Background: an optimization exercise with open tools, aiming at small area. Do not read the settings as production practice. At most, simulation tests tie the RTL to the original design; equivalence was not proved. No activity file was given, so power comes from the tool's default toggle rates.

== old ==
==> module CDR_10b_8b, before the edit <==
module CDR_10b_8b #(
    parameter int Ki =     2,
    parameter int Kp =   500,
    parameter int K0 = 335544
)(
    input  logic       clk,
    input  logic       reset,
    input  logic       serial_i,
    output logic       word_tick_o,
    output logic [7:0] data_o,
    output logic       comma_o,
    output logic       error_o
);
    logic [1:0] data_sync;
    always_ff @(posedge clk)
        data_sync <= {data_sync[0], serial_i};
    logic [23:13] phase_hi;
    logic [12:1]  phase_lo;
    logic         phase_c;
    logic bit_clk_d, ff1, ff2, ff3, ff4;
    wire bit_clk = phase_hi[23] ^ (phase_c & (&phase_hi[22:13]));
    wire rise    = bit_clk & ~bit_clk_d;
    wire fall    = ~bit_clk & bit_clk_d;
    wire late    = ff2 ^ ff4;
    wire early   = ff1 ^ ff4;
    always_ff @(posedge clk) begin
        if (reset) begin
            bit_clk_d <= 1'b0;
            ff1 <= 1'b0; ff2 <= 1'b0; ff3 <= 1'b0; ff4 <= 1'b0;
        end else begin
            bit_clk_d <= bit_clk;
            if (rise) begin
                ff1 <= data_sync[1];
                ff2 <= ff1;
                ff4 <= ff3;
            end
            if (fall)
                ff3 <= data_sync[1];
        end
    end
    logic [23:1] freq;
    wire s_e  = early;
    wire s_l  = ~early & late;
    wire early_nx = rise ? (data_sync[1] ^ ff3) : early;
    wire late_nx  = rise ? (ff1 ^ ff3) : late;
    wire n_e  = early_nx;
    wire n_l  = ~early_nx & late_nx;
    localparam logic [23:1] KIH = 23'd1;      
    localparam logic [23:1] KPH = 23'd250;    
    localparam logic [23:1] F0  = 23'd167772;  
    logic [23:1] delta;
    always_comb begin
        case ({s_e, s_l, n_e, n_l})
            4'b0001: delta = KPH;                         
            4'b0010: delta = 23'd0 - KPH;                 
            4'b0101: delta = KIH;                         
            4'b0100: delta = KIH - KPH;                   
            4'b0110: delta = KIH - KPH - KPH;             
            4'b1010: delta = 23'd0 - KIH;                 
            4'b1000: delta = KPH - KIH;                   
            4'b1001: delta = KPH + KPH - KIH;             
            default: delta = 23'd0;
        endcase
    end
    function automatic logic [12:0] radd12(input logic [11:0] a, input logic [11:0] b);
        logic c;
        c = 1'b0;
        for (int i = 0; i < 12; i++) begin
            radd12[i] = a[i] ^ b[i] ^ c;
            c = (a[i] & b[i]) | (c & (a[i] ^ b[i]));
        end
        radd12[12] = c;
    endfunction
    function automatic logic [10:0] radd10(input logic [9:0] a, input logic [9:0] b);
        logic c;
        c = 1'b0;
        for (int i = 0; i < 10; i++) begin
            radd10[i] = a[i] ^ b[i] ^ c;
            c = (a[i] & b[i]) | (c & (a[i] ^ b[i]));
        end
        radd10[10] = c;
    endfunction
    function automatic logic [10:0] radd11(input logic [10:0] a, input logic [10:0] b, input logic ci);
        logic c;
        c = ci;
        for (int i = 0; i < 11; i++) begin
            radd11[i] = a[i] ^ b[i] ^ c;
            c = (a[i] & b[i]) | (c & (a[i] ^ b[i]));
        end
    endfunction
    logic       fcarry;
    logic [9:0] flo_nx;
    assign {fcarry, flo_nx} = radd10(freq[10:1], delta[10:1]);
    always_ff @(posedge clk) begin
        if (reset) begin
            phase_hi <= '0;
            phase_lo <= '0;
            phase_c  <= 1'b0;
            freq     <= F0;
        end else begin
            {phase_c, phase_lo} <= radd12(phase_lo, freq[12:1]);
            phase_hi <= radd11(phase_hi, freq[23:13], phase_c);
            freq[10:1]  <= flo_nx;
            freq[23:11] <= freq[23:11] + {13{delta[23]}} + {12'd0, fcarry};
        end
    end
    logic tick_d, bit_d;
    always_ff @(posedge clk) begin
        tick_d <= rise;
        bit_d  <= ff2;
    end
    logic [9:0] shift_reg, result;
    logic [3:0] bit_cnt;
    always_ff @(posedge clk) begin
        if (reset) begin
            shift_reg <= '0;
            result    <= '0;
            bit_cnt   <= '0;
        end else if (tick_d) begin
            if ((bit_cnt == 4'd9) | (shift_reg == 10'h0f9) | (shift_reg == 10'h306)) begin
                bit_cnt <= '0;
                result  <= shift_reg;
            end else begin
                bit_cnt <= bit_cnt + 1'b1;
            end
            shift_reg <= {bit_d, shift_reg[9:1]};
        end
    end
    logic wt_d;
    always_ff @(posedge clk)
        wt_d <= (bit_cnt == 4'd0);
    assign word_tick_o = (bit_cnt == 4'd0) & ~wt_d;
    Decode_8b10b decoder (
        .io_din  (result),
        .io_comma(comma_o),
        .io_dout (data_o),
        .io_error(error_o)
    );
endmodule
Settings: LEC_CHECK=0, CAP_MARGIN=20, CORE_MARGIN=2, CORE_UTILIZATION=40, CTS_BUF_LIST=sky130_fd_sc_hd__clkbuf_16, CTS_CLUSTER_DIAMETER=100, CTS_CLUSTER_SIZE=30, SLEW_MARGIN=20; clock period 8.0 ns.
standard.sh (not shown) runs the stock make flow with config.mk's settings and CLKGATE_MAP_FILE= SYNTH_SCRIPT=/design/flow/synth_recipe.tcl, a recipe that flattens the netlist after the stock synthesis.
==> flow/flow/run.sh <==
#!/bin/bash
set -euo pipefail
rm -rf scripts_own
cp -r "$FLOW_HOME/scripts" scripts_own
cp flow/abc_map.script scripts_own/abc_speed.script
export BUFFER_PORTS_ARGS="-buffer_cell sky130_fd_sc_hd__buf_1"
export CTS_ARGS="-sink_clustering_enable -repair_clock_nets -dont_use_dummy_load -sink_clustering_size 30 -sink_clustering_max_diameter 100 -buf_list sky130_fd_sc_hd__clkbuf_16"
bash standard.sh SCRIPTS_DIR="$PWD/scripts_own" finish > standard.log 2>&1
==> flow/flow/abc_map.script <==
strash
dch
amap
topo
stime -c
Input-level comparison between new and old:
--- a/flow/design.v
+++ b/flow/design.v
@@ -35,11 +35,9 @@
     logic [1:0] data_sync;
     always_ff @(posedge clk)
         data_sync <= {data_sync[0], serial_i};
-    logic [23:13] phase_hi;
-    logic [12:1]  phase_lo;
-    logic         phase_c;
+    logic [23:1] phase;
     logic bit_clk_d, ff1, ff2, ff3, ff4;
-    wire bit_clk = phase_hi[23] ^ (phase_c & (&phase_hi[22:13]));
+    wire bit_clk = phase[23];
     wire rise    = bit_clk & ~bit_clk_d;
     wire fall    = ~bit_clk & bit_clk_d;
     wire late    = ff2 ^ ff4;
@@ -83,46 +81,21 @@
             default: delta = 23'd0;
         endcase
     end
-    function automatic logic [12:0] radd12(input logic [11:0] a, input logic [11:0] b);
+    function automatic logic [22:0] radd(input logic [22:0] a, input logic [22:0] b);
         logic c;
         c = 1'b0;
-        for (int i = 0; i < 12; i++) begin
-            radd12[i] = a[i] ^ b[i] ^ c;
+        for (int i = 0; i < 23; i++) begin
+            radd[i] = a[i] ^ b[i] ^ c;
             c = (a[i] & b[i]) | (c & (a[i] ^ b[i]));
         end
-        radd12[12] = c;
     endfunction
-    function automatic logic [10:0] radd10(input logic [9:0] a, input logic [9:0] b);
-        logic c;
-        c = 1'b0;
-        for (int i = 0; i < 10; i++) begin
-            radd10[i] = a[i] ^ b[i] ^ c;
-            c = (a[i] & b[i]) | (c & (a[i] ^ b[i]));
-        end
-        radd10[10] = c;
-    endfunction
-    function automatic logic [10:0] radd11(input logic [10:0] a, input logic [10:0] b, input logic ci);
-        logic c;
-        c = ci;
-        for (int i = 0; i < 11; i++) begin
-            radd11[i] = a[i] ^ b[i] ^ c;
-            c = (a[i] & b[i]) | (c & (a[i] ^ b[i]));
-        end
-    endfunction
-    logic       fcarry;
-    logic [9:0] flo_nx;
-    assign {fcarry, flo_nx} = radd10(freq[10:1], delta[10:1]);
     always_ff @(posedge clk) begin
         if (reset) begin
-            phase_hi <= '0;
-            phase_lo <= '0;
-            phase_c  <= 1'b0;
-            freq     <= F0;
+            phase <= '0;
+            freq  <= F0;
         end else begin
-            {phase_c, phase_lo} <= radd12(phase_lo, freq[12:1]);
-            phase_hi <= radd11(phase_hi, freq[23:13], phase_c);
-            freq[10:1]  <= flo_nx;
-            freq[23:11] <= freq[23:11] + {13{delta[23]}} + {12'd0, fcarry};
+            phase <= radd(phase, freq);
+            freq  <= radd(freq, delta);
         end
     end
     logic tick_d, bit_d;
==> comparison <==
Synthesized area divided by synthesized cell count went up by a few percent going from old to new. Of old and new, the higher site row count belongs to old. new: overall power after layout is 3.0% higher than what old reported. Comparing new with old, the xor and xnor fraction of the mapped netlist area came out essentially unchanged. In new the implementation completed, yet the final layout does not meet the checks, the culprit being setup timing. On total core area: new sits below old. new against old: net switching power picked up an extra 2.2%; total track usage essentially unchanged; power per unit of standard cell area rose 2.6%; final cell area excluding filler cells picked up an extra 110 um2. new ended up with a higher met2 wire length than old did. Looking at routability congestion estimate from global placement, new sits 2.6% above old. new vs old — count of vias placed by the detailed router dropped 444. Between old and new, the difference in leakage power figure is negligible. Floorplan check, new vs old: die outline smaller in new.
Function not checked in old: the RTL went through the layout flow alone.

## what the ideal ports hide
How much do the figures lean on ideal ports? The routed layouts below were timed once more, with nothing changed but the port constraints. Step 1 sets driving cells, clkbuf_16 on the clock port and buf_2 on the other inputs (assumed; they add their load-dependent delay and slew). Step 2, shift: input delay + t, output delay - t, t = (earliest + latest rising clock arrival at the registers) / 2. This alone moves slack from input paths to output paths. Three values: no drivers, after step 1, after step 2; two values: the first two.
run	t (ns)	setup slack, ns	cell pins on the clock port's net
old	0.614	0.489 / 0.489 / 0.489	1
new	0.600	-0.892 / -0.892 / -0.892	1
